This is an optimization exercise on Yosys and OpenROAD, whose aim is small area and a short achievable clock period, not a production implementation. RTL that was checked went through simulation tests only; none was proved equivalent to the original. For run 1, only the layout was checked, not whether the RTL still works. Power and IR drop assume default switching activity.

==> flow/design.v, too long to show whole: its modules and the start of the top module <==
// module Power_Spec_Cal: 2945 lines
// module fa: 4 lines
// module ha: 4 lines
// module g_and2: 3 lines
// module g_ao21: 3 lines
// module g_inv: 3 lines
// module g_nor2: 3 lines
// module g_or2: 3 lines
// module g_xnor2: 3 lines
// module g_xor2: 3 lines
module Power_Spec_Cal(
           input wire clk,
           input wire rst,
           input wire dv,
           input wire [9:0] xk_index,
           input wire [24:0] fft_data_out_re,
           input wire [24:0] fft_data_out_im,
           output reg [49:0] Power_Spec,
           output reg data_valid,
           output reg dv_FFT
       );
  // ...
==> flow/flow/run.sh <==
#!/bin/bash
set -euo pipefail
MARGIN=$(cat flow/margin.txt)
PORTBUF=$(cat flow/port_buffer.txt)
bash standard.sh "SETUP_SLACK_MARGIN=$MARGIN" "BUFFER_PORTS_ARGS=-buffer_cell $PORTBUF" finish > standard_flow.log 2>&1
==> flow/flow/margin.txt <==
5.4
==> flow/flow/port_buffer.txt <==
sky130_fd_sc_hd__buf_2
==> flow/standard.sh <==
#!/bin/bash
# synth_recipe.tcl (not shown) runs the flow's synth.tcl, then flattens the netlist and writes it again
# the make line also repeats each setting of config.mk as NAME=value (left out here)
make -C /OpenROAD-flow-scripts/flow DESIGN_CONFIG=/design/flow/config.mk WORK_HOME=/design/flow/orfs CLKGATE_MAP_FILE= SYNTH_SCRIPT=/design/flow/synth_recipe.tcl "${@:-finish}"
==> flow/config.mk <==
export PLATFORM = sky130hd
export DESIGN_NAME = Power_Spec_Cal
export DESIGN_NICKNAME = Power_Spec_Cal
export VERILOG_FILES = /design/flow/design.v
export SDC_FILE = /design/flow/constraint.sdc
export NUM_CORES = 4
export LEC_CHECK = 0
export CAP_MARGIN = 20
export CORE_MARGIN = 2
export CORE_UTILIZATION = 40
export CTS_CLUSTER_DIAMETER = 120
export CTS_CLUSTER_SIZE = 25
export PLACE_DENSITY = 0.6
export SLEW_MARGIN = 20
export SYNTH_HIERARCHICAL = 1
export SYNTH_MINIMUM_KEEP_SIZE = 0
==> flow/constraint.sdc <==
create_clock -name core_clock -period 8.0 [get_ports {clk}]
set_input_delay 1.6000 -clock core_clock [delete_from_list [all_inputs] [get_ports {clk}]]
set_output_delay 1.6000 -clock core_clock [all_outputs]
set_load 0.01 [all_outputs]
==> summary.txt, run 1 <==
The run finished with no timing, DRC or antenna violations. The power in the clock group is 0.00150 W. The area of the die came out at 72100 um^2. The met1 layer usage reported by global route is 24.7%. Of all the cell area in the finished design, non-clock buffers hold 3.77%. Summing all multi-input logic gate instances after layout gives 16100 um^2. The met1 wire length is 25700 um. The routed via count is 16.4k. Traced cell by cell, the critical path runs through buf_2. The worst slack after detailed placement came out at 4730 ps. The met3 capacity usage during global routing is 4.72%.

The fraction of synthesized area in multiplexers came out at 0%. The number of ordinary inverters in the final layout came out at 54. STA classifies the critical path endpoint as a primary output. The proportion of total power due to net switching came out at 37.9%.

The total number of H-tree levels is 1. The largest net degree at the start of global routing is 26. The worst hold path begins at p5[29]. The starting density of the core is 40.6%. The count of non-CTS buffers in the layout came out at 152. The number of hold buffers added after CTS is 0. The clock input transition at the sequential cells of the worst setup and hold paths came out at 100 ps. The area share of fa/ha/maj cells after synthesis is 39.7%.

The worst path uses 33.5% of the clock period. The largest registers in the layout are r2: 228 flops, r3: 96 flops. The wire length of the first global-routing pass came out at 106000 um. The number of clock sinks came out at 528.

Counting tap cells, the placed design contains a total of 3207 instances. The HPWL after detailed placement is 45600 um. met2 is the most crowded layer. The fraction of standard cell area in multi-input logic came out at 53.7%.

The flip-flop count of the largest register after layout came out at 228. Power comes to 0.0110 W.
==> run 2, diff against run 1 <==
--- a/flow/design.v
+++ b/flow/design.v
@@ -2417,559 +2417,435 @@
 wire w4068;
 g_nor2 uw4068 (.a(r3[92]), .b(r3[93]), .y(w4068));
 wire w4069;
 g_xor2 uw4069 (.a(r3[92]), .b(r3[93]), .y(w4069));
 wire w4070;
 g_nor2 uw4070 (.a(r3[94]), .b(r3[95]), .y(w4070));
 wire w4071;
 g_xor2 uw4071 (.a(r3[94]), .b(r3[95]), .y(w4071));
-wire w4072;
-g_and2 uw4072 (.a(w3980), .b(w3978), .y(w4072));
-wire w4073;
-g_and2 uw4073 (.a(w3980), .b(w3979), .y(w4073));
-wire w4074;
-g_and2 uw4074 (.a(w3983), .b(w3981), .y(w4074));
-wire w4075;
-g_ao21 uw4075 (.a(w3986), .b(w3987), .c(w3984), .y(w4075));
-wire w4076;
-g_and2 uw4076 (.a(w3987), .b(w3985), .y(w4076));
-wire w4077;
-g_ao21 uw4077 (.a(w3990), .b(w3991), .c(w3988), .y(w4077));
-wire w4078;
-g_and2 uw4078 (.a(w3991), .b(w3989), .y(w4078));
-wire w4079;
-g_ao21 uw4079 (.a(w3994), .b(w3995), .c(w3992), .y(w4079));
-wire w4080;
-g_and2 uw4080 (.a(w3995), .b(w3993), .y(w4080));
-wire w4081;
-g_ao21 uw4081 (.a(w3998), .b(w3999), .c(w3996), .y(w4081));
-wire w4082;
-g_and2 uw4082 (.a(w3999), .b(w3997), .y(w4082));
-wire w4083;
-g_ao21 uw4083 (.a(w4002), .b(w4003), .c(w4000), .y(w4083));
-wire w4084;
-g_and2 uw4084 (.a(w4003), .b(w4001), .y(w4084));
-wire w4085;
-g_ao21 uw4085 (.a(w4006), .b(w4007), .c(w4004), .y(w4085));
-wire w4086;
-g_and2 uw4086 (.a(w4007), .b(w4005), .y(w4086));
-wire w4087;
-g_ao21 uw4087 (.a(w4010), .b(w4011), .c(w4008), .y(w4087));
-wire w4088;
-g_and2 uw4088 (.a(w4011), .b(w4009), .y(w4088));
-wire w4089;
-g_ao21 uw4089 (.a(w4014), .b(w4015), .c(w4012), .y(w4089));
-wire w4090;
-g_and2 uw4090 (.a(w4015), .b(w4013), .y(w4090));
-wire w4091;
-g_ao21 uw4091 (.a(w4018), .b(w4019), .c(w4016), .y(w4091));
-wire w4092;
-g_and2 uw4092 (.a(w4019), .b(w4017), .y(w4092));
-wire w4093;
-g_ao21 uw4093 (.a(w4022), .b(w4023), .c(w4020), .y(w4093));
-wire w4094;
-g_and2 uw4094 (.a(w4023), .b(w4021), .y(w4094));
-wire w4095;
-g_ao21 uw4095 (.a(w4026), .b(w4027), .c(w4024), .y(w4095));
-wire w4096;
-g_and2 uw4096 (.a(w4027), .b(w4025), .y(w4096));
-wire w4097;
-g_ao21 uw4097 (.a(w4030), .b(w4031), .c(w4028), .y(w4097));
-wire w4098;
-g_and2 uw4098 (.a(w4031), .b(w4029), .y(w4098));
-wire w4099;
-g_ao21 uw4099 (.a(w4034), .b(w4035), .c(w4032), .y(w4099));
-wire w4100;
-g_and2 uw4100 (.a(w4035), .b(w4033), .y(w4100));
-wire w4101;
-g_ao21 uw4101 (.a(w4038), .b(w4039), .c(w4036), .y(w4101));
-wire w4102;
-g_and2 uw4102 (.a(w4039), .b(w4037), .y(w4102));
-wire w4103;
-g_ao21 uw4103 (.a(w4042), .b(w4043), .c(w4040), .y(w4103));
-wire w4104;
-g_and2 uw4104 (.a(w4043), .b(w4041), .y(w4104));
-wire w4105;
-g_ao21 uw4105 (.a(w4046), .b(w4047), .c(w4044), .y(w4105));
-wire w4106;
-g_and2 uw4106 (.a(w4047), .b(w4045), .y(w4106));
-wire w4107;
-g_ao21 uw4107 (.a(w4050), .b(w4051), .c(w4048), .y(w4107));
-wire w4108;
-g_and2 uw4108 (.a(w4051), .b(w4049), .y(w4108));
-wire w4109;
-g_ao21 uw4109 (.a(w4054), .b(w4055), .c(w4052), .y(w4109));
-wire w4110;
-g_and2 uw4110 (.a(w4055), .b(w4053), .y(w4110));
-wire w4111;
-g_ao21 uw4111 (.a(w4058), .b(w4059), .c(w4056), .y(w4111));
-wire w4112;
-g_and2 uw4112 (.a(w4059), .b(w4057), .y(w4112));
-wire w4113;
-g_ao21 uw4113 (.a(w4062), .b(w4063), .c(w4060), .y(w4113));
-wire w4114;
-g_and2 uw4114 (.a(w4063), .b(w4061), .y(w4114));
-wire w4115;
-g_ao21 uw4115 (.a(w4066), .b(w4067), .c(w4064), .y(w4115));
-wire w4116;
-g_and2 uw4116 (.a(w4067), .b(w4065), .y(w4116));
-wire w4117;
-g_ao21 uw4117 (.a(w4070), .b(w4071), .c(w4068), .y(w4117));
-wire w4118;
-g_and2 uw4118 (.a(w4071), .b(w4069), .y(w4118));
-wire w4119;
-g_ao21 uw4119 (.a(w3984), .b(w3985), .c(w3982), .y(w4119));
-wire w4120;
-g_and2 uw4120 (.a(w3985), .b(w4074), .y(w4120));
-wire w4121;
-g_ao21 uw4121 (.a(w4075), .b(w4076), .c(w3982), .y(w4121));
-wire w4122;
-g_and2 uw4122 (.a(w4076), .b(w4074), .y(w4122));
-wire w4123;
-g_ao21 uw4123 (.a(w3992), .b(w3993), .c(w4077), .y(w4123));
-wire w4124;
-g_and2 uw4124 (.a(w3993), .b(w4078), .y(w4124));
-wire w4125;
-g_ao21 uw4125 (.a(w4079), .b(w4080), .c(w4077), .y(w4125));
-wire w4126;
-g_and2 uw4126 (.a(w4080), .b(w4078), .y(w4126));
-wire w4127;
-g_ao21 uw4127 (.a(w4000), .b(w4001), .c(w4081), .y(w4127));
-wire w4128;
-g_and2 uw4128 (.a(w4001), .b(w4082), .y(w4128));
-wire w4129;
-g_ao21 uw4129 (.a(w4083), .b(w4084), .c(w4081), .y(w4129));
-wire w4130;
-g_and2 uw4130 (.a(w4084), .b(w4082), .y(w4130));
-wire w4131;
-g_ao21 uw4131 (.a(w4008), .b(w4009), .c(w4085), .y(w4131));
-wire w4132;
-g_and2 uw4132 (.a(w4009), .b(w4086), .y(w4132));
-wire w4133;
-g_ao21 uw4133 (.a(w4087), .b(w4088), .c(w4085), .y(w4133));
-wire w4134;
-g_and2 uw4134 (.a(w4088), .b(w4086), .y(w4134));
-wire w4135;
-g_ao21 uw4135 (.a(w4016), .b(w4017), .c(w4089), .y(w4135));
-wire w4136;
-g_and2 uw4136 (.a(w4017), .b(w4090), .y(w4136));
-wire w4137;
-g_ao21 uw4137 (.a(w4091), .b(w4092), .c(w4089), .y(w4137));
-wire w4138;
-g_and2 uw4138 (.a(w4092), .b(w4090), .y(w4138));
-wire w4139;
-g_ao21 uw4139 (.a(w4024), .b(w4025), .c(w4093), .y(w4139));
-wire w4140;
-g_and2 uw4140 (.a(w4025), .b(w4094), .y(w4140));
-wire w4141;
-g_ao21 uw4141 (.a(w4095), .b(w4096), .c(w4093), .y(w4141));
-wire w4142;
-g_and2 uw4142 (.a(w4096), .b(w4094), .y(w4142));
-wire w4143;
-g_ao21 uw4143 (.a(w4032), .b(w4033), .c(w4097), .y(w4143));
-wire w4144;
-g_and2 uw4144 (.a(w4033), .b(w4098), .y(w4144));
-wire w4145;
-g_ao21 uw4145 (.a(w4099), .b(w4100), .c(w4097), .y(w4145));
-wire w4146;
-g_and2 uw4146 (.a(w4100), .b(w4098), .y(w4146));
-wire w4147;
-g_ao21 uw4147 (.a(w4040), .b(w4041), .c(w4101), .y(w4147));
-wire w4148;
-g_and2 uw4148 (.a(w4041), .b(w4102), .y(w4148));
-wire w4149;
-g_ao21 uw4149 (.a(w4103), .b(w4104), .c(w4101), .y(w4149));
-wire w4150;
-g_and2 uw4150 (.a(w4104), .b(w4102), .y(w4150));
-wire w4151;
-g_ao21 uw4151 (.a(w4048), .b(w4049), .c(w4105), .y(w4151));
-wire w4152;
-g_and2 uw4152 (.a(w4049), .b(w4106), .y(w4152));
-wire w4153;
-g_ao21 uw4153 (.a(w4107), .b(w4108), .c(w4105), .y(w4153));
-wire w4154;
-g_and2 uw4154 (.a(w4108), .b(w4106), .y(w4154));
-wire w4155;
-g_ao21 uw4155 (.a(w4056), .b(w4057), .c(w4109), .y(w4155));
-wire w4156;
-g_and2 uw4156 (.a(w4057), .b(w4110), .y(w4156));
-wire w4157;
-g_ao21 uw4157 (.a(w4111), .b(w4112), .c(w4109), .y(w4157));
-wire w4158;
-g_and2 uw4158 (.a(w4112), .b(w4110), .y(w4158));
-wire w4159;
-g_ao21 uw4159 (.a(w4064), .b(w4065), .c(w4113), .y(w4159));
-wire w4160;
-g_and2 uw4160 (.a(w4065), .b(w4114), .y(w4160));
-wire w4161;
-g_ao21 uw4161 (.a(w4115), .b(w4116), .c(w4113), .y(w4161));
-wire w4162;
-g_and2 uw4162 (.a(w4116), .b(w4114), .y(w4162));
-wire w4163;
-g_and2 uw4163 (.a(w3981), .b(w4072), .y(w4163));
-wire w4164;
-g_ao21 uw4164 (.a(w3982), .b(w4074), .c(w4072), .y(w4164));
-wire w4165;
-g_ao21 uw4165 (.a(w4119), .b(w4120), .c(w4072), .y(w4165));
-wire w4166;
-g_ao21 uw4166 (.a(w4121), .b(w4122), .c(w4072), .y(w4166));
-wire w4167;
-g_ao21 uw4167 (.a(w3996), .b(w3997), .c(w4125), .y(w4167));
-wire w4168;
-g_and2 uw4168 (.a(w3997), .b(w4126), .y(w4168));
-wire w4169;
-g_ao21 uw4169 (.a(w4081), .b(w4082), .c(w4125), .y(w4169));
-wire w4170;
-g_and2 uw4170 (.a(w4082), .b(w4126), .y(w4170));
-wire w4171;
-g_ao21 uw4171 (.a(w4127), .b(w4128), .c(w4125), .y(w4171));
-wire w4172;
-g_and2 uw4172 (.a(w4128), .b(w4126), .y(w4172));
-wire w4173;
-g_ao21 uw4173 (.a(w4129), .b(w4130), .c(w4125), .y(w4173));
-wire w4174;
-g_and2 uw4174 (.a(w4130), .b(w4126), .y(w4174));
-wire w4175;
-g_ao21 uw4175 (.a(w4012), .b(w4013), .c(w4133), .y(w4175));
-wire w4176;
-g_and2 uw4176 (.a(w4013), .b(w4134), .y(w4176));
-wire w4177;
-g_ao21 uw4177 (.a(w4089), .b(w4090), .c(w4133), .y(w4177));
-wire w4178;
-g_and2 uw4178 (.a(w4090), .b(w4134), .y(w4178));
-wire w4179;
-g_ao21 uw4179 (.a(w4135), .b(w4136), .c(w4133), .y(w4179));
-wire w4180;
-g_and2 uw4180 (.a(w4136), .b(w4134), .y(w4180));
-wire w4181;
-g_ao21 uw4181 (.a(w4137), .b(w4138), .c(w4133), .y(w4181));
-wire w4182;
-g_and2 uw4182 (.a(w4138), .b(w4134), .y(w4182));
-wire w4183;
-g_ao21 uw4183 (.a(w4028), .b(w4029), .c(w4141), .y(w4183));
-wire w4184;
-g_and2 uw4184 (.a(w4029), .b(w4142), .y(w4184));
-wire w4185;
-g_ao21 uw4185 (.a(w4097), .b(w4098), .c(w4141), .y(w4185));
-wire w4186;
-g_and2 uw4186 (.a(w4098), .b(w4142), .y(w4186));
-wire w4187;
-g_ao21 uw4187 (.a(w4143), .b(w4144), .c(w4141), .y(w4187));
-wire w4188;
-g_and2 uw4188 (.a(w4144), .b(w4142), .y(w4188));
-wire w4189;
-g_ao21 uw4189 (.a(w4145), .b(w4146), .c(w4141), .y(w4189));
-wire w4190;
-g_and2 uw4190 (.a(w4146), .b(w4142), .y(w4190));
-wire w4191;
-g_ao21 uw4191 (.a(w4044), .b(w4045), .c(w4149), .y(w4191));
-wire w4192;
-g_and2 uw4192 (.a(w4045), .b(w4150), .y(w4192));
-wire w4193;
-g_ao21 uw4193 (.a(w4105), .b(w4106), .c(w4149), .y(w4193));
-wire w4194;
-g_and2 uw4194 (.a(w4106), .b(w4150), .y(w4194));
-wire w4195;
-g_ao21 uw4195 (.a(w4151), .b(w4152), .c(w4149), .y(w4195));
-wire w4196;
-g_and2 uw4196 (.a(w4152), .b(w4150), .y(w4196));
-wire w4197;
-g_ao21 uw4197 (.a(w4153), .b(w4154), .c(w4149), .y(w4197));
-wire w4198;
-g_and2 uw4198 (.a(w4154), .b(w4150), .y(w4198));
-wire w4199;
-g_ao21 uw4199 (.a(w4060), .b(w4061), .c(w4157), .y(w4199));
-wire w4200;
-g_and2 uw4200 (.a(w4061), .b(w4158), .y(w4200));
-wire w4201;
-g_ao21 uw4201 (.a(w4113), .b(w4114), .c(w4157), .y(w4201));
-wire w4202;
-g_and2 uw4202 (.a(w4114), .b(w4158), .y(w4202));
-wire w4203;
-g_ao21 uw4203 (.a(w4159), .b(w4160), .c(w4157), .y(w4203));
-wire w4204;
-g_and2 uw4204 (.a(w4160), .b(w4158), .y(w4204));
-wire w4205;
-g_ao21 uw4205 (.a(w4161), .b(w4162), .c(w4157), .y(w4205));
-wire w4206;
-g_and2 uw4206 (.a(w4162), .b(w4158), .y(w4206));
-wire w4207;
-g_ao21 uw4207 (.a(w3988), .b(w3989), .c(w4166), .y(w4207));
-wire w4208;
-g_ao21 uw4208 (.a(w4077), .b(w4078), .c(w4166), .y(w4208));
-wire w4209;
-g_ao21 uw4209 (.a(w4123), .b(w4124), .c(w4166), .y(w4209));
-wire w4210;
-g_ao21 uw4210 (.a(w4125), .b(w4126), .c(w4166), .y(w4210));
-wire w4211;
-g_ao21 uw4211 (.a(w4167), .b(w4168), .c(w4166), .y(w4211));
-wire w4212;
-g_ao21 uw4212 (.a(w4169), .b(w4170), .c(w4166), .y(w4212));
-wire w4213;
-g_ao21 uw4213 (.a(w4171), .b(w4172), .c(w4166), .y(w4213));
-wire w4214;
-g_ao21 uw4214 (.a(w4173), .b(w4174), .c(w4166), .y(w4214));
-wire w4215;
-g_ao21 uw4215 (.a(w4020), .b(w4021), .c(w4181), .y(w4215));
-wire w4216;
-g_and2 uw4216 (.a(w4021), .b(w4182), .y(w4216));
-wire w4217;
-g_ao21 uw4217 (.a(w4093), .b(w4094), .c(w4181), .y(w4217));
-wire w4218;
-g_and2 uw4218 (.a(w4094), .b(w4182), .y(w4218));
-wire w4219;
-g_ao21 uw4219 (.a(w4139), .b(w4140), .c(w4181), .y(w4219));
-wire w4220;
-g_and2 uw4220 (.a(w4140), .b(w4182), .y(w4220));
-wire w4221;
-g_ao21 uw4221 (.a(w4141), .b(w4142), .c(w4181), .y(w4221));
-wire w4222;
-g_and2 uw4222 (.a(w4142), .b(w4182), .y(w4222));
-wire w4223;
-g_ao21 uw4223 (.a(w4183), .b(w4184), .c(w4181), .y(w4223));
-wire w4224;
-g_and2 uw4224 (.a(w4184), .b(w4182), .y(w4224));
-wire w4225;
-g_ao21 uw4225 (.a(w4185), .b(w4186), .c(w4181), .y(w4225));
-wire w4226;
-g_and2 uw4226 (.a(w4186), .b(w4182), .y(w4226));
-wire w4227;
-g_ao21 uw4227 (.a(w4187), .b(w4188), .c(w4181), .y(w4227));
-wire w4228;
-g_and2 uw4228 (.a(w4188), .b(w4182), .y(w4228));
-wire w4229;
-g_ao21 uw4229 (.a(w4189), .b(w4190), .c(w4181), .y(w4229));
-wire w4230;
-g_and2 uw4230 (.a(w4190), .b(w4182), .y(w4230));
-wire w4231;
-g_ao21 uw4231 (.a(w4052), .b(w4053), .c(w4197), .y(w4231));
-wire w4232;
-g_and2 uw4232 (.a(w4053), .b(w4198), .y(w4232));
-wire w4233;
-g_ao21 uw4233 (.a(w4109), .b(w4110), .c(w4197), .y(w4233));
-wire w4234;
-g_and2 uw4234 (.a(w4110), .b(w4198), .y(w4234));
-wire w4235;
-g_ao21 uw4235 (.a(w4155), .b(w4156), .c(w4197), .y(w4235));
-wire w4236;
-g_and2 uw4236 (.a(w4156), .b(w4198), .y(w4236));
-wire w4237;
-g_ao21 uw4237 (.a(w4157), .b(w4158), .c(w4197), .y(w4237));
-wire w4238;
-g_and2 uw4238 (.a(w4158), .b(w4198), .y(w4238));
-wire w4239;
-g_ao21 uw4239 (.a(w4199), .b(w4200), .c(w4197), .y(w4239));
-wire w4240;
-g_and2 uw4240 (.a(w4200), .b(w4198), .y(w4240));
-wire w4241;
-g_ao21 uw4241 (.a(w4201), .b(w4202), .c(w4197), .y(w4241));
-wire w4242;
-g_and2 uw4242 (.a(w4202), .b(w4198), .y(w4242));
-wire w4243;
-g_ao21 uw4243 (.a(w4203), .b(w4204), .c(w4197), .y(w4243));
-wire w4244;
-g_and2 uw4244 (.a(w4204), .b(w4198), .y(w4244));
-wire w4245;
-g_ao21 uw4245 (.a(w4205), .b(w4206), .c(w4197), .y(w4245));
-wire w4246;
-g_and2 uw4246 (.a(w4206), .b(w4198), .y(w4246));
-wire w4247;
-g_ao21 uw4247 (.a(w4004), .b(w4005), .c(w4214), .y(w4247));
-wire w4248;
-g_ao21 uw4248 (.a(w4085), .b(w4086), .c(w4214), .y(w4248));
-wire w4249;
-g_ao21 uw4249 (.a(w4131), .b(w4132), .c(w4214), .y(w4249));
-wire w4250;
-g_ao21 uw4250 (.a(w4133), .b(w4134), .c(w4214), .y(w4250));
-wire w4251;
-g_ao21 uw4251 (.a(w4175), .b(w4176), .c(w4214), .y(w4251));
-wire w4252;
-g_ao21 uw4252 (.a(w4177), .b(w4178), .c(w4214), .y(w4252));
-wire w4253;
-g_ao21 uw4253 (.a(w4179), .b(w4180), .c(w4214), .y(w4253));
-wire w4254;
-g_ao21 uw4254 (.a(w4181), .b(w4182), .c(w4214), .y(w4254));
-wire w4255;
-g_ao21 uw4255 (.a(w4215), .b(w4216), .c(w4214), .y(w4255));
-wire w4256;
-g_ao21 uw4256 (.a(w4217), .b(w4218), .c(w4214), .y(w4256));
-wire w4257;
-g_ao21 uw4257 (.a(w4219), .b(w4220), .c(w4214), .y(w4257));
-wire w4258;
-g_ao21 uw4258 (.a(w4221), .b(w4222), .c(w4214), .y(w4258));
-wire w4259;
-g_ao21 uw4259 (.a(w4223), .b(w4224), .c(w4214), .y(w4259));
-wire w4260;
-g_ao21 uw4260 (.a(w4225), .b(w4226), .c(w4214), .y(w4260));
-wire w4261;
-g_ao21 uw4261 (.a(w4227), .b(w4228), .c(w4214), .y(w4261));
-wire w4262;
-g_ao21 uw4262 (.a(w4229), .b(w4230), .c(w4214), .y(w4262));
-wire w4263;
-g_ao21 uw4263 (.a(w4068), .b(w4069), .c(w4245), .y(w4263));
-wire w4264;
-g_and2 uw4264 (.a(w4069), .b(w4246), .y(w4264));
-wire w4265;
-g_ao21 uw4265 (.a(w4117), .b(w4118), .c(w4245), .y(w4265));
-wire w4266;
-g_and2 uw4266 (.a(w4118), .b(w4246), .y(w4266));
-wire w4267;
-g_ao21 uw4267 (.a(w4036), .b(w4037), .c(w4262), .y(w4267));
-wire w4268;
-g_ao21 uw4268 (.a(w4101), .b(w4102), .c(w4262), .y(w4268));
-wire w4269;
-g_ao21 uw4269 (.a(w4147), .b(w4148), .c(w4262), .y(w4269));
-wire w4270;
-g_ao21 uw4270 (.a(w4149), .b(w4150), .c(w4262), .y(w4270));
-wire w4271;
-g_ao21 uw4271 (.a(w4191), .b(w4192), .c(w4262), .y(w4271));
-wire w4272;
-g_ao21 uw4272 (.a(w4193), .b(w4194), .c(w4262), .y(w4272));
-wire w4273;
-g_ao21 uw4273 (.a(w4195), .b(w4196), .c(w4262), .y(w4273));
-wire w4274;
-g_ao21 uw4274 (.a(w4197), .b(w4198), .c(w4262), .y(w4274));
-wire w4275;
-g_ao21 uw4275 (.a(w4231), .b(w4232), .c(w4262), .y(w4275));
-wire w4276;
-g_ao21 uw4276 (.a(w4233), .b(w4234), .c(w4262), .y(w4276));
-wire w4277;
-g_ao21 uw4277 (.a(w4235), .b(w4236), .c(w4262), .y(w4277));
-wire w4278;
-g_ao21 uw4278 (.a(w4237), .b(w4238), .c(w4262), .y(w4278));
-wire w4279;
-g_ao21 uw4279 (.a(w4239), .b(w4240), .c(w4262), .y(w4279));
-wire w4280;
-g_ao21 uw4280 (.a(w4241), .b(w4242), .c(w4262), .y(w4280));
-wire w4281;
-g_ao21 uw4281 (.a(w4243), .b(w4244), .c(w4262), .y(w4281));
-wire w4282;
-g_ao21 uw4282 (.a(w4245), .b(w4246), .c(w4262), .y(w4282));
-wire w4283;
-g_ao21 uw4283 (.a(w4263), .b(w4264), .c(w4262), .y(w4283));
-wire w4284;
-g_ao21 uw4284 (.a(w4265), .b(w4266), .c(w4262), .y(w4284));
 wire w4285;
-g_xor2 uw4285 (.a(w3980), .b(w3978), .y(w4285));
 wire w4286;
-g_xor2 uw4286 (.a(w3981), .b(w4072), .y(w4286));
 wire w4287;
-g_xor2 uw4287 (.a(w3983), .b(w4163), .y(w4287));
 wire w4288;
-g_xor2 uw4288 (.a(w3985), .b(w4164), .y(w4288));
 wire w4289;
-g_xor2 uw4289 (.a(w3987), .b(w4165), .y(w4289));
 wire w4290;
-g_xor2 uw4290 (.a(w3989), .b(w4166), .y(w4290));
 wire w4291;
-g_xor2 uw4291 (.a(w3991), .b(w4207), .y(w4291));
 wire w4292;
-g_xor2 uw4292 (.a(w3993), .b(w4208), .y(w4292));
 wire w4293;
-g_xor2 uw4293 (.a(w3995), .b(w4209), .y(w4293));
 wire w4294;
-g_xor2 uw4294 (.a(w3997), .b(w4210), .y(w4294));
 wire w4295;
-g_xor2 uw4295 (.a(w3999), .b(w4211), .y(w4295));
 wire w4296;
-g_xor2 uw4296 (.a(w4001), .b(w4212), .y(w4296));
 wire w4297;
-g_xor2 uw4297 (.a(w4003), .b(w4213), .y(w4297));
 wire w4298;
-g_xor2 uw4298 (.a(w4005), .b(w4214), .y(w4298));
 wire w4299;
-g_xor2 uw4299 (.a(w4007), .b(w4247), .y(w4299));
 wire w4300;
-g_xor2 uw4300 (.a(w4009), .b(w4248), .y(w4300));
 wire w4301;
-g_xor2 uw4301 (.a(w4011), .b(w4249), .y(w4301));
 wire w4302;
-g_xor2 uw4302 (.a(w4013), .b(w4250), .y(w4302));
 wire w4303;
-g_xor2 uw4303 (.a(w4015), .b(w4251), .y(w4303));
 wire w4304;
-g_xor2 uw4304 (.a(w4017), .b(w4252), .y(w4304));
 wire w4305;
-g_xor2 uw4305 (.a(w4019), .b(w4253), .y(w4305));
 wire w4306;
-g_xor2 uw4306 (.a(w4021), .b(w4254), .y(w4306));
 wire w4307;
-g_xor2 uw4307 (.a(w4023), .b(w4255), .y(w4307));
 wire w4308;
-g_xor2 uw4308 (.a(w4025), .b(w4256), .y(w4308));
 wire w4309;
-g_xor2 uw4309 (.a(w4027), .b(w4257), .y(w4309));
 wire w4310;
-g_xor2 uw4310 (.a(w4029), .b(w4258), .y(w4310));
 wire w4311;
-g_xor2 uw4311 (.a(w4031), .b(w4259), .y(w4311));
 wire w4312;
-g_xor2 uw4312 (.a(w4033), .b(w4260), .y(w4312));
 wire w4313;
-g_xor2 uw4313 (.a(w4035), .b(w4261), .y(w4313));
 wire w4314;
-g_xor2 uw4314 (.a(w4037), .b(w4262), .y(w4314));
 wire w4315;
-g_xor2 uw4315 (.a(w4039), .b(w4267), .y(w4315));
 wire w4316;
-g_xor2 uw4316 (.a(w4041), .b(w4268), .y(w4316));
 wire w4317;
-g_xor2 uw4317 (.a(w4043), .b(w4269), .y(w4317));
 wire w4318;
-g_xor2 uw4318 (.a(w4045), .b(w4270), .y(w4318));
 wire w4319;
-g_xor2 uw4319 (.a(w4047), .b(w4271), .y(w4319));
 wire w4320;
-g_xor2 uw4320 (.a(w4049), .b(w4272), .y(w4320));
 wire w4321;
-g_xor2 uw4321 (.a(w4051), .b(w4273), .y(w4321));
 wire w4322;
-g_xor2 uw4322 (.a(w4053), .b(w4274), .y(w4322));
 wire w4323;
-g_xor2 uw4323 (.a(w4055), .b(w4275), .y(w4323));
 wire w4324;
-g_xor2 uw4324 (.a(w4057), .b(w4276), .y(w4324));
 wire w4325;
-g_xor2 uw4325 (.a(w4059), .b(w4277), .y(w4325));
 wire w4326;
-g_xor2 uw4326 (.a(w4061), .b(w4278), .y(w4326));
 wire w4327;
-g_xor2 uw4327 (.a(w4063), .b(w4279), .y(w4327));
 wire w4328;
-g_xor2 uw4328 (.a(w4065), .b(w4280), .y(w4328));
 wire w4329;
-g_xor2 uw4329 (.a(w4067), .b(w4281), .y(w4329));
 wire w4330;
-g_xor2 uw4330 (.a(w4069), .b(w4282), .y(w4330));
+pfx_net u_pfx (.i0(w3980), .i1(w3978), .i2(w3979), .i3(w3983), .i4(w3981), .i5(w3986), .i6(w3987), .i7(w3984), .i8(w3985), .i9(w3990), .i10(w3991), .i11(w3988), .i12(w3989), .i13(w3994), .i14(w3995), .i15(w3992), .i16(w3993), .i17(w3998), .i18(w3999), .i19(w3996), .i20(w3997), .i21(w4002), .i22(w4003), .i23(w4000), .i24(w4001), .i25(w4006), .i26(w4007), .i27(w4004), .i28(w4005), .i29(w4010), .i30(w4011), .i31(w4008), .i32(w4009), .i33(w4014), .i34(w4015), .i35(w4012), .i36(w4013), .i37(w4018), .i38(w4019), .i39(w4016), .i40(w4017), .i41(w4022), .i42(w4023), .i43(w4020), .i44(w4021), .i45(w4026), .i46(w4027), .i47(w4024), .i48(w4025), .i49(w4030), .i50(w4031), .i51(w4028), .i52(w4029), .i53(w4034), .i54(w4035), .i55(w4032), .i56(w4033), .i57(w4038), .i58(w4039), .i59(w4036), .i60(w4037), .i61(w4042), .i62(w4043), .i63(w4040), .i64(w4041), .i65(w4046), .i66(w4047), .i67(w4044), .i68(w4045), .i69(w4050), .i70(w4051), .i71(w4048), .i72(w4049), .i73(w4054), .i74(w4055), .i75(w4052), .i76(w4053), .i77(w4058), .i78(w4059), .i79(w4056), .i80(w4057), .i81(w4062), .i82(w4063), .i83(w4060), .i84(w4061), .i85(w4066), .i86(w4067), .i87(w4064), .i88(w4065), .i89(w4070), .i90(w4071), .i91(w4068), .i92(w4069), .i93(w3982), .o_n4072(w4285), .o_n4163(w4286), .o_n4164(w4287), .o_n4165(w4288), .o_n4166(w4289), .o_n4207(w4290), .o_n4208(w4291), .o_n4209(w4292), .o_n4210(w4293), .o_n4211(w4294), .o_n4212(w4295), .o_n4213(w4296), .o_n4214(w4297), .o_n4247(w4298), .o_n4248(w4299), .o_n4249(w4300), .o_n4250(w4301), .o_n4251(w4302), .o_n4252(w4303), .o_n4253(w4304), .o_n4254(w4305), .o_n4255(w4306), .o_n4256(w4307), .o_n4257(w4308), .o_n4258(w4309), .o_n4259(w4310), .o_n4260(w4311), .o_n4261(w4312), .o_n4262(w4313), .o_n4267(w4314), .o_n4268(w4315), .o_n4269(w4316), .o_n4270(w4317), .o_n4271(w4318), .o_n4272(w4319), .o_n4273(w4320), .o_n4274(w4321), .o_n4275(w4322), .o_n4276(w4323), .o_n4277(w4324), .o_n4278(w4325), .o_n4279(w4326), .o_n4280(w4327), .o_n4281(w4328), .o_n4282(w4329), .o_n4283(w4330));
 wire w4331;
-g_xor2 uw4331 (.a(w4071), .b(w4283), .y(w4331));
-wire [49:0] add_y = {w4331, w4330, w4329, w4328, w4327, w4326, w4325, w4324, w4323, w4322, w4321, w4320, w4319, w4318, w4317, w4316, w4315, w4314, w4313, w4312, w4311, w4310, w4309, w4308, w4307, w4306, w4305, w4304, w4303, w4302, w4301, w4300, w4299, w4298, w4297, w4296, w4295, w4294, w4293, w4292, w4291, w4290, w4289, w4288, w4287, w4286, w4285, w3979, w3976, w3977};
+g_xor2 uw4331 (.a(w3980), .b(w3978), .y(w4331));
+wire w4332;
+g_xor2 uw4332 (.a(w3981), .b(w4285), .y(w4332));
+wire w4333;
+g_xor2 uw4333 (.a(w3983), .b(w4286), .y(w4333));
+wire w4334;
+g_xor2 uw4334 (.a(w3985), .b(w4287), .y(w4334));
+wire w4335;
+g_xor2 uw4335 (.a(w3987), .b(w4288), .y(w4335));
+wire w4336;
+g_xor2 uw4336 (.a(w3989), .b(w4289), .y(w4336));
+wire w4337;
+g_xor2 uw4337 (.a(w3991), .b(w4290), .y(w4337));
+wire w4338;
+g_xor2 uw4338 (.a(w3993), .b(w4291), .y(w4338));
+wire w4339;
+g_xor2 uw4339 (.a(w3995), .b(w4292), .y(w4339));
+wire w4340;
+g_xor2 uw4340 (.a(w3997), .b(w4293), .y(w4340));
+wire w4341;
+g_xor2 uw4341 (.a(w3999), .b(w4294), .y(w4341));
+wire w4342;
+g_xor2 uw4342 (.a(w4001), .b(w4295), .y(w4342));
+wire w4343;
+g_xor2 uw4343 (.a(w4003), .b(w4296), .y(w4343));
+wire w4344;
+g_xor2 uw4344 (.a(w4005), .b(w4297), .y(w4344));
+wire w4345;
+g_xor2 uw4345 (.a(w4007), .b(w4298), .y(w4345));
+wire w4346;
+g_xor2 uw4346 (.a(w4009), .b(w4299), .y(w4346));
+wire w4347;
+g_xor2 uw4347 (.a(w4011), .b(w4300), .y(w4347));
+wire w4348;
+g_xor2 uw4348 (.a(w4013), .b(w4301), .y(w4348));
+wire w4349;
+g_xor2 uw4349 (.a(w4015), .b(w4302), .y(w4349));
+wire w4350;
+g_xor2 uw4350 (.a(w4017), .b(w4303), .y(w4350));
+wire w4351;
+g_xor2 uw4351 (.a(w4019), .b(w4304), .y(w4351));
+wire w4352;
+g_xor2 uw4352 (.a(w4021), .b(w4305), .y(w4352));
+wire w4353;
+g_xor2 uw4353 (.a(w4023), .b(w4306), .y(w4353));
+wire w4354;
+g_xor2 uw4354 (.a(w4025), .b(w4307), .y(w4354));
+wire w4355;
+g_xor2 uw4355 (.a(w4027), .b(w4308), .y(w4355));
+wire w4356;
+g_xor2 uw4356 (.a(w4029), .b(w4309), .y(w4356));
+wire w4357;
+g_xor2 uw4357 (.a(w4031), .b(w4310), .y(w4357));
+wire w4358;
+g_xor2 uw4358 (.a(w4033), .b(w4311), .y(w4358));
+wire w4359;
+g_xor2 uw4359 (.a(w4035), .b(w4312), .y(w4359));
+wire w4360;
+g_xor2 uw4360 (.a(w4037), .b(w4313), .y(w4360));
+wire w4361;
+g_xor2 uw4361 (.a(w4039), .b(w4314), .y(w4361));
+wire w4362;
+g_xor2 uw4362 (.a(w4041), .b(w4315), .y(w4362));
+wire w4363;
+g_xor2 uw4363 (.a(w4043), .b(w4316), .y(w4363));
+wire w4364;
+g_xor2 uw4364 (.a(w4045), .b(w4317), .y(w4364));
+wire w4365;
+g_xor2 uw4365 (.a(w4047), .b(w4318), .y(w4365));
+wire w4366;
+g_xor2 uw4366 (.a(w4049), .b(w4319), .y(w4366));
+wire w4367;
+g_xor2 uw4367 (.a(w4051), .b(w4320), .y(w4367));
+wire w4368;
+g_xor2 uw4368 (.a(w4053), .b(w4321), .y(w4368));
+wire w4369;
+g_xor2 uw4369 (.a(w4055), .b(w4322), .y(w4369));
+wire w4370;
+g_xor2 uw4370 (.a(w4057), .b(w4323), .y(w4370));
+wire w4371;
+g_xor2 uw4371 (.a(w4059), .b(w4324), .y(w4371));
+wire w4372;
+g_xor2 uw4372 (.a(w4061), .b(w4325), .y(w4372));
+wire w4373;
+g_xor2 uw4373 (.a(w4063), .b(w4326), .y(w4373));
+wire w4374;
+g_xor2 uw4374 (.a(w4065), .b(w4327), .y(w4374));
+wire w4375;
+g_xor2 uw4375 (.a(w4067), .b(w4328), .y(w4375));
+wire w4376;
+g_xor2 uw4376 (.a(w4069), .b(w4329), .y(w4376));
+wire w4377;
+g_xor2 uw4377 (.a(w4071), .b(w4330), .y(w4377));
+wire [49:0] add_y = {w4377, w4376, w4375, w4374, w4373, w4372, w4371, w4370, w4369, w4368, w4367, w4366, w4365, w4364, w4363, w4362, w4361, w4360, w4359, w4358, w4357, w4356, w4355, w4354, w4353, w4352, w4351, w4350, w4349, w4348, w4347, w4346, w4345, w4344, w4343, w4342, w4341, w4340, w4339, w4338, w4337, w4336, w4335, w4334, w4333, w4332, w4331, w3979, w3976, w3977};
 endmodule
 module fa (input wire a, input wire b, input wire c, output wire s, output wire co);
 assign s = a ^ b ^ c;
 assign co = (a & b) | (a & c) | (b & c);
 endmodule
 module ha (input wire a, input wire b, output wire s, output wire co);
 assign s = a ^ b;
 assign co = a & b;
 endmodule
-module g_and2 (input wire a, input wire b, output wire y);
-assign y = a & b;
-endmodule
-module g_ao21 (input wire a, input wire b, input wire c, output wire y);
-assign y = a | (b & c);
-endmodule
 module g_inv (input wire a, output wire y);
 assign y = ~a;
 endmodule
 module g_nor2 (input wire a, input wire b, output wire y);
 assign y = ~(a | b);
 endmodule
 module g_or2 (input wire a, input wire b, output wire y);
 assign y = a | b;
 endmodule
 module g_xnor2 (input wire a, input wire b, output wire y);
 assign y = ~(a ^ b);
 endmodule
 module g_xor2 (input wire a, input wire b, output wire y);
 assign y = a ^ b;
 endmodule
+module pfx_net (input wire i0, input wire i1, input wire i2, input wire i3, input wire i4, input wire i5, input wire i6, input wire i7, input wire i8, input wire i9, input wire i10, input wire i11, input wire i12, input wire i13, input wire i14, input wire i15, input wire i16, input wire i17, input wire i18, input wire i19, input wire i20, input wire i21, input wire i22, input wire i23, input wire i24, input wire i25, input wire i26, input wire i27, input wire i28, input wire i29, input wire i30, input wire i31, input wire i32, input wire i33, input wire i34, input wire i35, input wire i36, input wire i37, input wire i38, input wire i39, input wire i40, input wire i41, input wire i42, input wire i43, input wire i44, input wire i45, input wire i46, input wire i47, input wire i48, input wire i49, input wire i50, input wire i51, input wire i52, input wire i53, input wire i54, input wire i55, input wire i56, input wire i57, input wire i58, input wire i59, input wire i60, input wire i61, input wire i62, input wire i63, input wire i64, input wire i65, input wire i66, input wire i67, input wire i68, input wire i69, input wire i70, input wire i71, input wire i72, input wire i73, input wire i74, input wire i75, input wire i76, input wire i77, input wire i78, input wire i79, input wire i80, input wire i81, input wire i82, input wire i83, input wire i84, input wire i85, input wire i86, input wire i87, input wire i88, input wire i89, input wire i90, input wire i91, input wire i92, input wire i93, output wire o_n4072, output wire o_n4163, output wire o_n4164, output wire o_n4165, output wire o_n4166, output wire o_n4207, output wire o_n4208, output wire o_n4209, output wire o_n4210, output wire o_n4211, output wire o_n4212, output wire o_n4213, output wire o_n4214, output wire o_n4247, output wire o_n4248, output wire o_n4249, output wire o_n4250, output wire o_n4251, output wire o_n4252, output wire o_n4253, output wire o_n4254, output wire o_n4255, output wire o_n4256, output wire o_n4257, output wire o_n4258, output wire o_n4259, output wire o_n4260, output wire o_n4261, output wire o_n4262, output wire o_n4267, output wire o_n4268, output wire o_n4269, output wire o_n4270, output wire o_n4271, output wire o_n4272, output wire o_n4273, output wire o_n4274, output wire o_n4275, output wire o_n4276, output wire o_n4277, output wire o_n4278, output wire o_n4279, output wire o_n4280, output wire o_n4281, output wire o_n4282, output wire o_n4283);
+wire n4072 = i0 & i1;
+wire n4073 = i0 & i2;
+wire n4074 = i3 & i4;
+wire n4075 = i5 | (i6 & i7);
+wire n4076 = i6 & i8;
+wire n4077 = i9 | (i10 & i11);
+wire n4078 = i10 & i12;
+wire n4079 = i13 | (i14 & i15);
+wire n4080 = i14 & i16;
+wire n4081 = i17 | (i18 & i19);
+wire n4082 = i18 & i20;
+wire n4083 = i21 | (i22 & i23);
+wire n4084 = i22 & i24;
+wire n4085 = i25 | (i26 & i27);
+wire n4086 = i26 & i28;
+wire n4087 = i29 | (i30 & i31);
+wire n4088 = i30 & i32;
+wire n4089 = i33 | (i34 & i35);
+wire n4090 = i34 & i36;
+wire n4091 = i37 | (i38 & i39);
+wire n4092 = i38 & i40;
+wire n4093 = i41 | (i42 & i43);
+wire n4094 = i42 & i44;
+wire n4095 = i45 | (i46 & i47);
+wire n4096 = i46 & i48;
+wire n4097 = i49 | (i50 & i51);
+wire n4098 = i50 & i52;
+wire n4099 = i53 | (i54 & i55);
+wire n4100 = i54 & i56;
+wire n4101 = i57 | (i58 & i59);
+wire n4102 = i58 & i60;
+wire n4103 = i61 | (i62 & i63);
+wire n4104 = i62 & i64;
+wire n4105 = i65 | (i66 & i67);
+wire n4106 = i66 & i68;
+wire n4107 = i69 | (i70 & i71);
+wire n4108 = i70 & i72;
+wire n4109 = i73 | (i74 & i75);
+wire n4110 = i74 & i76;
+wire n4111 = i77 | (i78 & i79);
+wire n4112 = i78 & i80;
+wire n4113 = i81 | (i82 & i83);
+wire n4114 = i82 & i84;
+wire n4115 = i85 | (i86 & i87);
+wire n4116 = i86 & i88;
+wire n4117 = i89 | (i90 & i91);
+wire n4118 = i90 & i92;
+wire n4119 = i7 | (i8 & i93);
+wire n4120 = i8 & n4074;
+wire n4121 = n4075 | (n4076 & i93);
+wire n4122 = n4076 & n4074;
+wire n4123 = i15 | (i16 & n4077);
+wire n4124 = i16 & n4078;
+wire n4125 = n4079 | (n4080 & n4077);
+wire n4126 = n4080 & n4078;
+wire n4127 = i23 | (i24 & n4081);
+wire n4128 = i24 & n4082;
+wire n4129 = n4083 | (n4084 & n4081);
+wire n4130 = n4084 & n4082;
+wire n4131 = i31 | (i32 & n4085);
+wire n4132 = i32 & n4086;
+wire n4133 = n4087 | (n4088 & n4085);
+wire n4134 = n4088 & n4086;
+wire n4135 = i39 | (i40 & n4089);
+wire n4136 = i40 & n4090;
+wire n4137 = n4091 | (n4092 & n4089);
+wire n4138 = n4092 & n4090;
+wire n4139 = i47 | (i48 & n4093);
+wire n4140 = i48 & n4094;
+wire n4141 = n4095 | (n4096 & n4093);
+wire n4142 = n4096 & n4094;
+wire n4143 = i55 | (i56 & n4097);
+wire n4144 = i56 & n4098;
+wire n4145 = n4099 | (n4100 & n4097);
+wire n4146 = n4100 & n4098;
+wire n4147 = i63 | (i64 & n4101);
+wire n4148 = i64 & n4102;
+wire n4149 = n4103 | (n4104 & n4101);
+wire n4150 = n4104 & n4102;
+wire n4151 = i71 | (i72 & n4105);
+wire n4152 = i72 & n4106;
+wire n4153 = n4107 | (n4108 & n4105);
+wire n4154 = n4108 & n4106;
+wire n4155 = i79 | (i80 & n4109);
+wire n4156 = i80 & n4110;
+wire n4157 = n4111 | (n4112 & n4109);
+wire n4158 = n4112 & n4110;
+wire n4159 = i87 | (i88 & n4113);
+wire n4160 = i88 & n4114;
+wire n4161 = n4115 | (n4116 & n4113);
+wire n4162 = n4116 & n4114;
+wire n4163 = i4 & n4072;
+wire n4164 = i93 | (n4074 & n4072);
+wire n4165 = n4119 | (n4120 & n4072);
+wire n4166 = n4121 | (n4122 & n4072);
+wire n4167 = i19 | (i20 & n4125);
+wire n4168 = i20 & n4126;
+wire n4169 = n4081 | (n4082 & n4125);
+wire n4170 = n4082 & n4126;
+wire n4171 = n4127 | (n4128 & n4125);
+wire n4172 = n4128 & n4126;
+wire n4173 = n4129 | (n4130 & n4125);
+wire n4174 = n4130 & n4126;
+wire n4175 = i35 | (i36 & n4133);
+wire n4176 = i36 & n4134;
+wire n4177 = n4089 | (n4090 & n4133);
+wire n4178 = n4090 & n4134;
+wire n4179 = n4135 | (n4136 & n4133);
+wire n4180 = n4136 & n4134;
+wire n4181 = n4137 | (n4138 & n4133);
+wire n4182 = n4138 & n4134;
+wire n4183 = i51 | (i52 & n4141);
+wire n4184 = i52 & n4142;
+wire n4185 = n4097 | (n4098 & n4141);
+wire n4186 = n4098 & n4142;
+wire n4187 = n4143 | (n4144 & n4141);
+wire n4188 = n4144 & n4142;
+wire n4189 = n4145 | (n4146 & n4141);
+wire n4190 = n4146 & n4142;
+wire n4191 = i67 | (i68 & n4149);
+wire n4192 = i68 & n4150;
+wire n4193 = n4105 | (n4106 & n4149);
+wire n4194 = n4106 & n4150;
+wire n4195 = n4151 | (n4152 & n4149);
+wire n4196 = n4152 & n4150;
+wire n4197 = n4153 | (n4154 & n4149);
+wire n4198 = n4154 & n4150;
+wire n4199 = i83 | (i84 & n4157);
+wire n4200 = i84 & n4158;
+wire n4201 = n4113 | (n4114 & n4157);
+wire n4202 = n4114 & n4158;
+wire n4203 = n4159 | (n4160 & n4157);
+wire n4204 = n4160 & n4158;
+wire n4205 = n4161 | (n4162 & n4157);
+wire n4206 = n4162 & n4158;
+wire n4207 = i11 | (i12 & n4166);
+wire n4208 = n4077 | (n4078 & n4166);
+wire n4209 = n4123 | (n4124 & n4166);
+wire n4210 = n4125 | (n4126 & n4166);
+wire n4211 = n4167 | (n4168 & n4166);
+wire n4212 = n4169 | (n4170 & n4166);
+wire n4213 = n4171 | (n4172 & n4166);
+wire n4214 = n4173 | (n4174 & n4166);
+wire n4215 = i43 | (i44 & n4181);
+wire n4216 = i44 & n4182;
+wire n4217 = n4093 | (n4094 & n4181);
+wire n4218 = n4094 & n4182;
+wire n4219 = n4139 | (n4140 & n4181);
+wire n4220 = n4140 & n4182;
+wire n4221 = n4141 | (n4142 & n4181);
+wire n4222 = n4142 & n4182;
+wire n4223 = n4183 | (n4184 & n4181);
+wire n4224 = n4184 & n4182;
+wire n4225 = n4185 | (n4186 & n4181);
+wire n4226 = n4186 & n4182;
+wire n4227 = n4187 | (n4188 & n4181);
+wire n4228 = n4188 & n4182;
+wire n4229 = n4189 | (n4190 & n4181);
+wire n4230 = n4190 & n4182;
+wire n4231 = i75 | (i76 & n4197);
+wire n4232 = i76 & n4198;
+wire n4233 = n4109 | (n4110 & n4197);
+wire n4234 = n4110 & n4198;
+wire n4235 = n4155 | (n4156 & n4197);
+wire n4236 = n4156 & n4198;
+wire n4237 = n4157 | (n4158 & n4197);
+wire n4238 = n4158 & n4198;
+wire n4239 = n4199 | (n4200 & n4197);
+wire n4240 = n4200 & n4198;
+wire n4241 = n4201 | (n4202 & n4197);
+wire n4242 = n4202 & n4198;
+wire n4243 = n4203 | (n4204 & n4197);
+wire n4244 = n4204 & n4198;
+wire n4245 = n4205 | (n4206 & n4197);
+wire n4246 = n4206 & n4198;
+wire n4247 = i27 | (i28 & n4214);
+wire n4248 = n4085 | (n4086 & n4214);
+wire n4249 = n4131 | (n4132 & n4214);
+wire n4250 = n4133 | (n4134 & n4214);
+wire n4251 = n4175 | (n4176 & n4214);
+wire n4252 = n4177 | (n4178 & n4214);
+wire n4253 = n4179 | (n4180 & n4214);
+wire n4254 = n4181 | (n4182 & n4214);
+wire n4255 = n4215 | (n4216 & n4214);
+wire n4256 = n4217 | (n4218 & n4214);
+wire n4257 = n4219 | (n4220 & n4214);
+wire n4258 = n4221 | (n4222 & n4214);
+wire n4259 = n4223 | (n4224 & n4214);
+wire n4260 = n4225 | (n4226 & n4214);
+wire n4261 = n4227 | (n4228 & n4214);
+wire n4262 = n4229 | (n4230 & n4214);
+wire n4263 = i91 | (i92 & n4245);
+wire n4264 = i92 & n4246;
+wire n4265 = n4117 | (n4118 & n4245);
+wire n4266 = n4118 & n4246;
+wire n4267 = i59 | (i60 & n4262);
+wire n4268 = n4101 | (n4102 & n4262);
+wire n4269 = n4147 | (n4148 & n4262);
+wire n4270 = n4149 | (n4150 & n4262);
+wire n4271 = n4191 | (n4192 & n4262);
+wire n4272 = n4193 | (n4194 & n4262);
+wire n4273 = n4195 | (n4196 & n4262);
+wire n4274 = n4197 | (n4198 & n4262);
+wire n4275 = n4231 | (n4232 & n4262);
+wire n4276 = n4233 | (n4234 & n4262);
+wire n4277 = n4235 | (n4236 & n4262);
+wire n4278 = n4237 | (n4238 & n4262);
+wire n4279 = n4239 | (n4240 & n4262);
+wire n4280 = n4241 | (n4242 & n4262);
+wire n4281 = n4243 | (n4244 & n4262);
+wire n4282 = n4245 | (n4246 & n4262);
+wire n4283 = n4263 | (n4264 & n4262);
+wire n4284 = n4265 | (n4266 & n4262);
+assign o_n4072 = n4072;
+assign o_n4163 = n4163;
+assign o_n4164 = n4164;
+assign o_n4165 = n4165;
+assign o_n4166 = n4166;
+assign o_n4207 = n4207;
+assign o_n4208 = n4208;
+assign o_n4209 = n4209;
+assign o_n4210 = n4210;
+assign o_n4211 = n4211;
+assign o_n4212 = n4212;
+assign o_n4213 = n4213;
+assign o_n4214 = n4214;
+assign o_n4247 = n4247;
+assign o_n4248 = n4248;
+assign o_n4249 = n4249;
+assign o_n4250 = n4250;
+assign o_n4251 = n4251;
+assign o_n4252 = n4252;
+assign o_n4253 = n4253;
+assign o_n4254 = n4254;
+assign o_n4255 = n4255;
+assign o_n4256 = n4256;
+assign o_n4257 = n4257;
+assign o_n4258 = n4258;
+assign o_n4259 = n4259;
+assign o_n4260 = n4260;
+assign o_n4261 = n4261;
+assign o_n4262 = n4262;
+assign o_n4267 = n4267;
+assign o_n4268 = n4268;
+assign o_n4269 = n4269;
+assign o_n4270 = n4270;
+assign o_n4271 = n4271;
+assign o_n4272 = n4272;
+assign o_n4273 = n4273;
+assign o_n4274 = n4274;
+assign o_n4275 = n4275;
+assign o_n4276 = n4276;
+assign o_n4277 = n4277;
+assign o_n4278 = n4278;
+assign o_n4279 = n4279;
+assign o_n4280 = n4280;
+assign o_n4281 = n4281;
+assign o_n4282 = n4282;
+assign o_n4283 = n4283;
+endmodule
==> run 2 against run 1 <==
- area after synthesis is 2.4% lower
- largest power group unchanged
- first-iteration DRC count is 1.1% lower
- power is 0.85% lower
- die area is 2.3% lower
- via count is 1.8% lower
- largest cell class unchanged
- still clean on timing, DRC and antenna
- global-route usage is 0.21 points higher
- critical path type unchanged
- routed wire length hardly changed
- non-clock buffer count is 25 higher
- register-to-register slack hardly changed
- fmax hardly changed
- synthesized cell count is 3.4% lower
==> summary.txt, run 2 <==
The average instance area after synthesis came out at 12.7 um^2. The worst slack after detailed placement came out at 4480 ps (-250 ps). The largest stage delay on the critical path is 370 ps. Data on the critical path arrives at its endpoint at 1080 ps. The clock tree skew after final layout is 23.5 ps. The max-slew headroom at the worst pin came out at 63.5%. The critical path data required time came out at 6400 ps. The sum of buffers and inverters on the critical path is 1.

The final critical-path setup slack came out at 5320 ps. The worst-case clock buffer depth came out at 3. The number of buffers inserted during clock tree synthesis is 25. The library cell used most frequently in the layout, excluding fill and tap cells, is nand2_1.

The worst flop-to-flop path startpoint is r3[30]. The total of fill cells in the finished design came out at 6089. The via count of the first global-routing pass came out at 18.2k.

The initial antenna violation count came out at 2. In the final layout, the registers with the most flip-flops are r2: 228 flops, r3: 96 flops. Using the TritonRoute via totals, the vias-per-cell ratio works out to 5.14. The worst hold slack is 325 ps.

The post-detailed-route DRC marker count came out at 0. Among cell families on the critical path, the largest total delay comes from flip-flops. The final weighted congestion of routability-driven global placement is 0.891. The final cycle utilization of the critical path is 33.5% (about the same). In the layout the commonest cells are nand2_1 (569), fa_1 (553), dfxtp_1 (476), nor2_1 (95), buf_2 (82).

After detailed routing, the total wire length is 68200 um. The HPWL reported at the end of detailed placement came out at 45200 um (-0.83%). The clock input transition at the sequential cells of the worst setup and hold paths is 90 ps (about the same).

The initial detailed-routing violation count came out at 1470. In this run the most critical hold path is launched from p5[20]. The total number of H-tree levels is 1 (unchanged).

The path depth of the worst reg2reg path came out at 12. The worst setup path is captured at a primary output. The finished layout holds 3132 standard cells, fillers aside. The final hold violation count came to 0. The Yosys warning count came out at 7. The number of antenna cells inserted is 0. The ratio of cells with drive above 1 in the final layout came out at 13.8%.

The maximum resistive drop on vdd is 0.214 mV. Subtracting the final worst setup slack from the clock period gives 2680 ps. The part of the total power dissipated in the clock network is 13.0%. The worst hold path terminates at Power_Spec[20]. The number of max-cap violations is 0. The fraction of power consumed by sequential logic came out at 39.8%. By startpoint and endpoint, the worst setup path is classified as register to primary output. The post-synth net total came out at 2765. The run finished with no timing, DRC or antenna violations.

The total global routing track utilization came out at 19.6%. The cell internal power dissipation is 0.00681 W. The proportion of total power due to net switching is 37.8% (-0.087 points). Clock latency on the worst-skew pair, taken at its later pin, is 600 ps.

TritonCTS built the clock tree. For the pin with the worst max-slew slack, the measured transition is 546 ps. The area of the die is 70400 um^2 (-2.3%). The horizontal extent of the die is 265 um. Clock tree synthesis selected as its root buffer the cell clkbuf_16.

The remaining global-route overflow came out at 0. The height of the die is 265 um. For this design the ratio of total power to cell area is 366 nW/um^2. The register with the most flip-flops in the final layout is r2. The total setup violations reported at the end of the flow came out at 0. The top achievable clock speed came out at 0.373 GHz. The flip-flop count of the largest register after layout is 228 (unchanged).

The mean routed wirelength per cell is 21.8 um. In the final design database the tool counted 2875 nets. The layout-stage area growth over the synthesis result is 9.36%. The routed via count is 16.1k (-1.8%). The number of cells after detailed placement came to 3073 (-4.2%). The core region is 67400 um^2.

Walking the worst path, the cells encountered are buf_2. The worst hold path belongs to the class register to register. The synthesized netlist occupies a cell area of 27300 um^2. The number of I/O pins came out at 115. The analysis attributes to net switching a power of 0.00413 W. Row generation in the floorplan step produced 95 rows. The first TritonRoute pass finished after 5 iterations. The highest fanout seen on the critical path is 1. Buffers placed on the I/O ports in this run total 105.

The number of cells on the worst hold path is 0. The proportion of power drawn by combinational gates came out at 47.2%. The type of origin of the critical path is a register. The number of pins exceeding their max-slew limit in the final report came to 0. The setup check on the worst reg-to-reg path leaves a slack of 5390 ps. In this run the critical register-to-register path is captured at p4[49].

Setup repair after global routing could not meet its margin everywhere. The analysis attributes to cell leakage a power of 11.7 nW. After routing, the total negative slack on setup checks comes to 0 ps. The cell count after synthesis came out at 2147.

The count of nets left with antenna violations once routing finished came out at 0. The starting density of the core came to 40.5% (-0.054 points). The wire length of the first global-routing pass came out at 104000 um (-1.5%). The largest net degree at the start of global routing came to 26 (unchanged). The library cell contributing the largest single delay on the critical path is dfrtp_1. The number of clock sinks is 528 (unchanged).
[run 2: power by group through the flow]
stage / clock network (W) / registers, W / logic [W]
after CTS: 0.00148 / 0.00431 / 0.00496
after global placement: 0 / 0.00433 / 0.00465
after detailed placement: 0 / 0.00435 / 0.00472
after global routing: 0.00157 / 0.00448 / 0.00583
final: 0.00142 / 0.00435 / 0.00516
after floorplan: 0 / 0.00431 / 0.00310
[run 2: what timing repair did]
item	in CTS	in global routing
gates resized for setup	59	123
pin swaps	7	29
endpoints found under the hold margin	0	0
endpoints found under the setup margin	184	109
cloned	2	0
hold buffers	0	0
setup buffers	11	17
[run 2: how the worst max path moves through the flow]
stage          startpoint          to  slack (ps)  depth (start not counted)
2_1_floorplan       r3[7]      p4[14]        5590                         10
3_3_place_gp        r3[7]      p4[49]        4490                         10
3_5_place_dp        r3[7]      p4[49]        4480                         10
4_1_cts        data_valid  data_valid        5270                          1
5_1_grt            dv_FFT      dv_FFT        5260                          1
6_report       data_valid  data_valid        5320                          1
[run 2: area by class of cell]
class / instances / area [um^2] / area share, %
multi-input cells: 1463 / 15800 / 52.9
flip-flops and latches: 528 / 10700 / 35.7
repair buffers: 177 / 1390 / 4.65
well taps: 873 / 1090 / 3.65
clock buffers: 25 / 626 / 2.09
inverters: 60 / 233 / 0.779
clock inverters: 4 / 60.1 / 0.201
repair inverters: 2 / 15.0 / 0.0502
[run 2: through the flow]
step                utilization (%)  instance area (um^2)  total power (W)
global placement               41.8                 28200          0.00898
CTS                            43.4                 29300           0.0107
detailed placement             41.8                 28200          0.00907
finish                         44.3                 29900           0.0109
floorplan                         -                 27300          0.00742
global route                   44.3                 29900           0.0119
[run 2: worst register-to-register path, delay by kind of cell, from the launching register on]
family / cells / cell delay [ps]
xor+xnor: 2 / 340
simple gates: 2 / 420
compound gates: 5 / 1030
flops: 1 / 390
buf+inv: 3 / 370
[run 2: metal layers]
layer / track usage [%] / vias to the layer above / routed length (um)
met3: 5.29 / 211 / 7030
met2: 32.6 / 946 / 33000
met4: 7.67 / 4 / 2840
li1: - / 6619 / -
met1: 24.6 / 8321 / 25400
met5: 0 / - / 27
==> run 3, diff against run 2 <==
==> flow/flow/margin.txt (replaced) <==
5.2
==> run 3 against run 2 <==
- clock power barely moved
- via count shrank 0.13%
- worst hold slack improved by 3.9 ps
- combinational power down 7.0%
- non-clock buffer count is 19 lower
- largest power group unchanged
- die area did not move
==> summary.txt, run 3 <==
The Yosys warning count was 7 (unchanged). The initial detailed-routing violation count is 1486 (+1.1%). The number of I/O port buffers was 105 (unchanged). The number of I/O pins is 115 (unchanged). The leakage power of the design is 11.5 nW (-2.1%). In this run the worst setup path begins at re1[24]. The maximum resistive drop on vdd was 0.219 mV (+2.1%). The ratio of cells with drive above 1 in the final layout is 9.87% (-3.9 points). The number of hold buffers added after CTS is 0 (unchanged). Leaving out fill and tap cells, the most frequent cells in the layout are nand2_1 (571), fa_1 (554), dfxtp_1 (519), buf_2 (105), nor2_1 (97). The number of standard-cell rows in the floorplan is 95 (unchanged).

The ratio of total power to cell area came out at 361 nW/um^2 (-1.4%). The total number of H-tree levels is 1 (unchanged). The final hold violation count came out at 0 (unchanged). The data arrival time of the critical path is 3240 ps (+2160 ps). The TritonCTS clock tree is built. In this run the critical register-to-register path is launched from re1[24]. The highest fanout seen on the critical path came to 12 (+11). The largest registers in the layout are r2: 228 flops, r3: 96 flops. The routed wire length is 67700 um (-0.73%). The total setup violations reported at the end of the flow is 0 (unchanged).

The number of cells after detailed placement came out at 3073 (unchanged). The number of nets in the layout is 2856 (-0.66%). The layout-stage area growth over the synthesis result is 6.60%. The total global routing track utilization is 19.6% (-0.057 points). The critical path goes through clkinvlp_4 > nor2_1 > fa_1 > fa_1 > fa_1.

The number of antenna cells inserted is 0 (unchanged). The number of max-cap violations came out at 0 (unchanged). The area of the core region is 67400 um^2 (unchanged).

The height of the die is 265 um (unchanged). The register ranked first by flip-flop count is r2. The wire length of the first global-routing pass is 104000 um (-0.38%). The critical path data required time came out at 8460 ps (+2060 ps).

The number of pins exceeding their max-slew limit in the final report came out at 0 (unchanged). The flow ran to the end and the layout has no timing, DRC or antenna violations. The starting density of the core came out at 40.5% (unchanged). The detail-routed via count per cell is 5.17 (+0.48%). The first-pass detailed-route iteration total is 5 (unchanged). The clock period minus final worst setup slack is 2780 ps (+93.4 ps). The average instance area after synthesis came out at 12.7 um^2 (unchanged). The initial antenna violation count came out at 2 (unchanged). The post-detailed-route DRC marker count is 0 (unchanged).

The largest stage delay on the critical path came out at 530 ps (+160 ps). In this design, the largest share of critical-path delay is due to adder cells. The clock input transition at the sequential cells of the worst setup and hold paths came out at 100 ps (about the same). The max-slew headroom at the worst pin is 51.1% (-12 points). The area of the die came to 70400 um^2 (unchanged). The remaining antenna violation count came out at 0 (unchanged). The setup path with the least slack is of type register to register. The post-route core utilization came out at 43.2% (-1.1 points).

The mean routed wirelength per cell came to 21.8 um (-0.12%). The remaining global-route overflow came to 0 (unchanged). The clock tree skew after final layout was 22.0 ps (-1.42 ps). The via count of the first global-routing pass came out at 18.1k (-0.39%). The endpoint class of the critical path is a register. The synthesized instance count is 2147 (unchanged).

The largest net degree at the start of global routing is 26 (unchanged). The number of clock sinks came out at 528 (unchanged). The horizontal extent of the die came out at 265 um (unchanged). The flip-flop count of the largest register after layout came out at 228 (unchanged). The cell that appears most often on the critical path is fa_1.

The clock root buffer is clkbuf_16. The worst-case clock buffer depth is 3 (unchanged). For this design, the slowest cell found on the critical path is dfxtp_1. The final cycle utilization of the critical path came out at 34.7% (+1.2 points). The type of origin of the critical path is a register. The post-synth net total came out at 2765 (unchanged). The final cell count without fillers came out at 3113 (-0.61%).

The number of buffers inserted during clock tree synthesis was 25 (unchanged). The top achievable clock speed came out at 0.360 GHz (-3.4%). The final weighted congestion of routability-driven global placement came out at 0.891 (unchanged). The worst-skew pair later-pin latency came out at 600 ps (about the same).

The sum of negative setup slack is 0 ps (unchanged). In this run the most critical hold path is launched from p5[20]. Leaving out fill and tap cells, the most frequent cell in the layout is nand2_1. The synthesized area came out at 27300 um^2 (unchanged). Setup repair after global routing could not meet its margin everywhere.

The tightest min-delay check is of the register to register type. The measured slew at the worst slew-check pin came to 733 ps (+188 ps). The HPWL reported at the end of detailed placement is 45200 um (unchanged).

The sum of buffers and inverters on the critical path is 1 (unchanged). The routed via count came out at 16.1k (-0.13%).
## run 3: cell count changes in the layout (fill, tap and decap cells not counted), moves of 14 or more
cell and delta:
dfxtp_1 +43, xor2_2 -14, dfxtp_2 -39, buf_2 +23, xor2_1 +16, buf_6 -46
## run 3: repair_timing
action	CTS	global route
gates cloned	2	0
endpoints found under the setup margin	84	22
gates resized for setup	21	13
pin swaps	0	4
setup buffers	6	3
## run 3: worst paths after layout
kind,endpoint,slack (ps),cells past startpoint
hold / removal,Power_Spec[20],330,0
max in group asynchronous,dv_FFT,6990,2
setup reg to reg,r2[187],5220,5
setup / recovery,r2[187],5220,5
min in group asynchronous,data_valid,870,2
hold reg to reg,Power_Spec[20],330,0
## run 3: worst reg2reg max path, stage by stage, from the launching register on
cell	delay, ps
dfxtp_1	530
clkinvlp_4	460
nor2_1	270
fa_1	480
fa_1	430
fa_1	480
## run 3: area by class of cell
class,instances,area (um^2)
fillers,6158,38300
multi-input cells,1463,15600
flip-flops and latches,528,10600
well taps,873,1090
repair buffers,158,940
clock buffers,25,626
inverters,60,233
clock inverters,4,60.1
repair inverters,2,15.0
## run 3: metal layers
layer | global-route usage [%] | wire (um)
met1 | 24.6 | 25000
met2 | 32.5 | 32500
met3 | 5.17 | 7280
met4 | 7.45 | 2940
met5 | 0 | 27
## run 3: power by group
| part | total [W] | switching [W] | internal (W) |
|---|---|---|---|
| Sequential | 0.00428 | 0.000474 | 0.00380 |
| Combinational | 0.00480 | 0.00268 | 0.00212 |
| Clock | 0.00142 | 0.000823 | 0.000601 |
## run 3: through the flow
stage          power [W]  worst slack [ps]  area (um^2)  hold WS (ps)
3_3_place_gp     0.00898              4490        28200           312
2_1_floorplan    0.00742              5590        27300           310
5_1_grt           0.0115              5170        29100           335
3_5_place_dp     0.00907              4480        28200           312
6_report          0.0105              5220        29100           329
4_1_cts           0.0106              5230        29000           325

-- port drivers added, routing unchanged --
No port has a modelled driver above. Below, the same layouts with a new extraction and two added sets of constraints. Step 1: set_driving_cell puts a clkbuf_16 on clk and a buf_2 on each other input, an assumption about the parent block. Step 2 moves the port delays by t, midway between the first and last clock arrival at a register: inputs arrive t later, outputs are due t later. That takes back most of the time a late clock gives input paths. Three values: no drivers, after step 1, after step 2; two values: the first two.
| run | t (ns) | setup WS [ns] | worst setup path at the end | slew at the worst register clock pin (ns) | cell pins on the clock port's net |
|---|---|---|---|---|---|
| run 1 | 0.661 | 5.320 / 5.253 / 5.391 | register to register | 0.11 / 0.11 | 1 |
| run 2 | 0.648 | 5.318 / 5.258 / 5.388 | register to register | 0.11 / 0.11 | 1 |
| run 3 | 0.650 | 5.225 / 5.225 / 5.225 | register to register | 0.11 / 0.11 | 1 |
After both steps setup and hold are still met in every run listed.
